Context: an optimization exercise on an open-source flow, tuned for small area, a short achievable clock period and few clock cycles per item. The choices shown serve that exercise and are no tape-out recipe. Function was checked by simulation only, so behaviour that the tests miss may differ from the original. Power figures rest on the tool's default switching activity, not on a simulated workload.

## design.v

```verilog
module fpmultiplier (output logic [31:0] product, output logic ready,
		input logic [31:0] a, input logic clock, nreset);
enum {activation, start, loada, loadb, check, special, regularcalculation,carries, final_output}state;
logic [31:0] multi_a, multi_b;
logic [47:0] manti_48bit;
logic [22:0] manti_23bit; 
logic [9:0] expon; 
logic sign;
logic infinite_a,NaN_a,zero_a,infinite_b,NaN_b,zero_b; 
assign  infinite_a = (multi_a[30:23]==8'b11111111)&&(multi_a[22:0]==0);
assign  NaN_a = (multi_a[30:23]==8'b11111111)&&(multi_a[22:0]!=0);
assign  zero_a = (multi_a[30:23]==0);
assign  infinite_b = (multi_b[30:23]==8'b11111111)&&(multi_b[22:0]==0);
assign  NaN_b = (multi_b[30:23]==8'b11111111)&&(multi_b[22:0]!=0);
assign  zero_b = (multi_b[30:23]==0); 
always_ff @(posedge clock, negedge nreset)
if (~nreset)
  begin 
  product <=0;
  multi_a <= 0;
  multi_b <= 0;
  state <= start;
  ready <= 0;
  end
else
begin 
  case (state)
    activation:
           begin
           ready <=1;
           end
    start: 
           begin
           ready <= 0;
           state <= loada;
           end
    loada: 
           begin 
           multi_a <= a;
           state <= loadb;
           end
    loadb: 
           begin
           multi_b <= a;
           state <= check;        
           end
    check:
           begin
           sign <= multi_a[31]^multi_b[31];
           if(NaN_a||infinite_a||zero_a||NaN_b||infinite_b||zero_b)
           state <= special;
           else
           state <= regularcalculation;
           end
    special:
           begin
            state <= final_output;
            if (NaN_a||NaN_b) 
              begin
              expon <= 10'b0011111111;
              manti_23bit <= 1;
              end
            else if (infinite_a||infinite_b) 
              begin
              if (zero_a|zero_b)  
                begin
                expon <= 10'b0011111111;
                manti_23bit <= 1;  
                end
              else 
                begin
                expon <= 10'b0011111111;
                manti_23bit <= 0;
                end
              end
            else 
              begin 
              expon <= 10'b0000000000;
              manti_23bit <= 0;
              end
           end
    regularcalculation:
           begin
           state <= carries;
           sign <= multi_a[31]^multi_b[31];
           manti_48bit <= {1'b1, {multi_a[22:0]}}*{1'b1, {multi_b[22:0]}};
           expon <= {2'b00,multi_a[30:23]}+{2'b00,multi_b[30:23]}-10'd127; 
           end 
    carries:
           begin 
           state <= final_output;
           if (manti_48bit[47]==1)  
             begin
             expon <= expon + 1'b1; 
             manti_48bit <= manti_48bit>>1|{{25{1'b0}},1'b1,{22{1'b0}}}; 
             end
           else
             begin  
             manti_48bit <= manti_48bit|{{25{1'b0}},1'b1,{22{1'b0}}}; 
             end
           end
    final_output:
           begin 
           ready <= 1;
           state <= start;        
           if (NaN_a||infinite_a||zero_a||NaN_b||infinite_b||zero_b)
             product <= {sign,expon[7:0],manti_23bit};
           else if ($signed(expon) >= 255)
             product <= {sign,8'b11111111,23'd0};
           else if ($signed(expon) <= 0)
             product <= {sign,31'd0};
           else 
             product <= {sign,expon[7:0],manti_48bit[45:23]};
           end 
  endcase
end
endmodule
```

## constraint.sdc

```tcl
create_clock -name core_clock -period 9.0 [get_ports {clock}]
set_input_delay 1.8000 -clock core_clock [delete_from_list [all_inputs] [get_ports {clock}]]
set_output_delay 1.8000 -clock core_clock [all_outputs]
set_load 0.01 [all_outputs]
```

## run.sh

```bash
#!/bin/bash
# synth_recipe.tcl (not shown) runs the flow's synth.tcl, then flattens the netlist and writes it again
# the make line also repeats each setting of config.mk as NAME=value (left out here)
make -C /OpenROAD-flow-scripts/flow DESIGN_CONFIG=/design/flow/config.mk WORK_HOME=/design/flow/orfs CLKGATE_MAP_FILE= SYNTH_SCRIPT=/design/flow/synth_recipe.tcl finish
```

## config.mk

```make
export PLATFORM = sky130hd
export DESIGN_NAME = fpmultiplier
export DESIGN_NICKNAME = fpmultiplier
export VERILOG_FILES = /design/flow/design.v
export SDC_FILE = /design/flow/constraint.sdc
export NUM_CORES = 4
export LEC_CHECK = 0
export CAP_MARGIN = 20
export CORE_MARGIN = 2
export CORE_UTILIZATION = 40
export PLACE_DENSITY = 0.6
export SLEW_MARGIN = 20
```

==> impl_metrics.toml <==
[timing]
fin_skew_ns = 0.0175
fin_setup_tns_ns = 0
slew_headroom_pct = 23.5
period_minus_slack_ns = 7.96
setup_violations = 0
slew_viol_final = 0
worst_pin_slew_ns = 1.15
layout_worst_path_cycle_share_pct = 88.5
fmax_mhz = 126
hold_violations = 0
rsz0062_at_grt = "no"

[critical_path]
cp-end-kind = "flip-flop"
path_common_cell = "fa_1"
max_stage_delay_ns = 0.97
start_kind = "flip-flop"
cp_slowest_cell = "dfrtp_1"
crit_chain = "buf_4, and2_1, fa_1, fa_1, inv_1, fa_1, fa_1, inv_1, fa_1, fa_1, inv_1, fa_1, inv_1, ha_1, a21o_1, or4_4, o31ai_4, o311ai_2, and3_1, o31a_1, o31ai_1"
cp_data_arrival_time_ns = 8.21
crit_type = "flip-flop to flip-flop"
crit_family = "adder cells"
cp_num_buf_inv = 5
worst_ep_required_time_ns = 9.25
crit_fanout = 18

[route]
drtIter0Drc = 1224
route.antenna.remaining_nets = 0
wire_per_inst_um = 20.6
drc = 0
vias = 18400
routed_wl_um = 71300
vias_per_cell = 5.32
firstDrtPassIters = 5

[floorplanning]
ios = 67
die_y_um = 252
start_util_pct = 40.2
placementRows = 91
dieArea_sq_um = 63700
core_sq_um = 61400
fp.dieW_um = 252

[synth]
ys_seq_area_share_pct = 14.7
synth_nets = 3363
synth_cells = 2661
synth_edf_count = 37
avgSynthCellArea_sq_um = 9.28
synthFlopType = "dfrtp_1"
ys_seq_elements = 138
yosysWarnings = 1
ys_async_sr_fraction_pct = 73.2
synth_cell_type_count = 66
syn_area_sq_um = 24700

[finish]
layout.cells.non_filler = 3465
multi_input_area_sq_um = 18300
seq_area_sq_um = 3640
area_growth_pct = 8.61
final_layout_size_suffix_gt1_share_pct = 5.50
final.fill_count = 5906
n_antenna_cell = 0
fin_nets = 3364

[power_and_ir_drop]
peakVddDrop_mv = 0.123
power.density_nw_per_um2 = 52.1
p_leak_nw = 13.1

[cts]
clockRootBuffer = "clkbuf_16"
cts_hold_buf = 0
clk_latency_ns = 0.44
htree_levels = 4
cts_buffers = 17
cts_tree = "done"
cts_sinks = 138
postCtsSetupBuffers = 0
path_clk_slew_ns = 0.06
cts_resized = 0
max-clock-path-buffers = 2

[run]
maxCapViolCount = 0

[status]
status = "complete, no violations"

[global_routing]
grt_overflow = 0
grt_pass1_wl_um = 113000
grt_max_degree = 72
antenna_found_initial = 0
track_usage_pct = 23.4
grt_pass1_vias = 20000

[place]
place_hpwl_um = 55900
gp_congestion = 0.949
portBuffers = 66
dp_cells = 3433

[worst_hold_path]
min_path_type = "flip-flop to flip-flop"
-- power by group --
| part | switching [W] | internal, W | total, W |
|---|---|---|---|
| clock network | 0.000310 | 0.000417 | 0.000727 |
| registers | 0 | 0.000640 | 0.000640 |
| logic | 0.0000173 | 0.0000131 | 0.0000305 |
-- tightest hold or removal path, delay by kind of cell (launching register included) --
| kind | cells | cell delay, ns |
|---|---|---|
| simple gates | 2 | 0.09 |
| flops | 1 | 0.32 |
-- registers in the layout, summed over array words and instances, names as in the netlist --
signal,flops
expon,10
manti_23bit,1
manti_48bit,25
multi_a,32
multi_b,32
product,32
ready,1
sign,1
state,4
-- cells in the mapped netlist, types with 3 or more instances --
cell / count / area, sq um
a21o_1: 25 / 188
nor3_1: 19 / 95.1
xnor2_1: 20 / 175
and4_1: 7 / 61.3
xor2_1: 6 / 52.6
nor4b_1: 3 / 26.3
nand2_1: 353 / 1330
mux2i_1: 4 / 40.0
and3_1: 16 / 100
nor4_1: 19 / 119
inv_1: 596 / 2240
a211oi_1: 6 / 45.0
fa_1: 482 / 9650
o31ai_1: 6 / 45.0
nand4_1: 19 / 119
o21bai_1: 7 / 52.6
clkbuf_1: 131 / 492
nand3_1: 17 / 85.1
o21ai_1: 4 / 20.0
buf_1: 4 / 15.0
a21oi_1: 66 / 330
or3_1: 4 / 25.0
o211ai_1: 5 / 37.5
edfxtp_1: 37 / 1110
ha_1: 186 / 2330
a31oi_1: 7 / 43.8
nor3b_1: 4 / 30.0
nor2b_1: 9 / 56.3
o21a_1: 6 / 45.0
a22o_1: 22 / 193
nor2_1: 81 / 304
o21ai_0: 52 / 260
and2_1: 239 / 1500
nand2b_1: 6 / 37.5
dfrtp_1: 100 / 2500
or2_2: 5 / 31.3
mux2_2: 46 / 518
-- final timing paths --
path	start	end	slack, ns	depth (start not counted)
min in group asynchronous	nreset	product[18]	1.30	1
hold reg to reg	sign	product[31]	0.44	2
max in group asynchronous	nreset	multi_a[10]	6.26	2
hold / removal	sign	product[31]	0.44	2
setup / recovery	multi_b[7]	manti_48bit[44]	1.04	21
setup reg to reg	multi_b[7]	manti_48bit[44]	1.04	21
-- through the flow --
stage | utilization, % | cell area [sq um] | total power (W) | setup slack (ns) | hold slack, ns
floorplan | - | 24700 | 0.000653 | 2.05 | 0.415
global placement | 42.7 | 26200 | 0.000683 | 1.18 | 0.428
detailed placement | 42.7 | 26200 | 0.000683 | 1.13 | 0.434
CTS | 43.7 | 26800 | 0.00140 | 1.08 | 0.444
global route | 43.7 | 26800 | 0.00143 | 0.830 | 0.466
finish | 43.7 | 26800 | 0.00140 | 1.04 | 0.443
-- metal layers --
layer  GRT usage (%)  wire length [um]
met1            30.4             29100
met4            9.99              3310
met3            3.05              4210
met2            39.3             34600
met5               0                 0
-- cells by family after synthesis --
family,share of synthesized area [%]
AO/OA/AOI/OAI,6.25
flip-flops,14.7
buffers and inverters,11.2
multiplexers,2.26
XOR/XNOR,0.922
AND/OR/NAND/NOR,16.1
adder cells (fa/ha/maj),48.5
-- area by class of cell --
class	count	share of cell area, %
multi-input cells	1788	68.2
well taps	790	3.69
clock buffers	21	1.80
flip-flops and latches	138	13.6
repair buffers	119	3.94
clock inverters	11	0.392
inverters	598	8.37
-- cells in the final DEF, fill, tap and decap left out, types with 7 or more instances in the layout --
| cell type | n |
|---|---|
| inv_1 | 596 |
| fa_1 | 482 |
| nand2_1 | 352 |
| and2_1 | 239 |
| ha_1 | 186 |
| dfrtp_1 | 97 |
| nor2_1 | 80 |
| a21oi_1 | 66 |
| clkdlybuf4s50_1 | 65 |
| buf_4 | 54 |
| o21ai_0 | 52 |
| mux2_2 | 46 |
| edfxtp_1 | 37 |
| a21o_1 | 25 |
| a22o_1 | 22 |
| xnor2_1 | 20 |
| nand4_1 | 19 |
| nor3_1 | 19 |
| nor4_1 | 19 |
| clkbuf_16 | 19 |
| nand3_1 | 17 |
| and3_1 | 15 |
| nor2b_1 | 8 |
| o21bai_1 | 7 |
| and4_1 | 7 |
| a31oi_1 | 7 |
Testbench counts, summed over its fixed seeds: cycles 28,000, items 4,000.

==> re-timing with driven ports <==
The flow's constraints put no driver on any port. The routed layout listed below was extracted and timed again, unchanged, in two steps.
Step 1: set_driving_cell puts a clkbuf_16 on clock and a buf_2 on each other input, an assumption about the parent block.
Step 2, shift: input delay + t, output delay - t, t = (earliest + latest rising clock arrival at the registers) / 2. This alone moves slack from input paths to output paths.
Slacks: ideal / step 1 / step 2; pairs: ideal / step 1.
t, ns: 0.478
setup WS [ns]: 1.039 / 1.039 / 1.039
slew at the worst register clock pin (ns): 0.07 / 0.07
worst slew at a driven data input, ns: 0.07
After both steps setup and hold are still met in this run. The setup slack of this run moves by 0.000 ns with the drivers and by 0.000 ns with both steps.
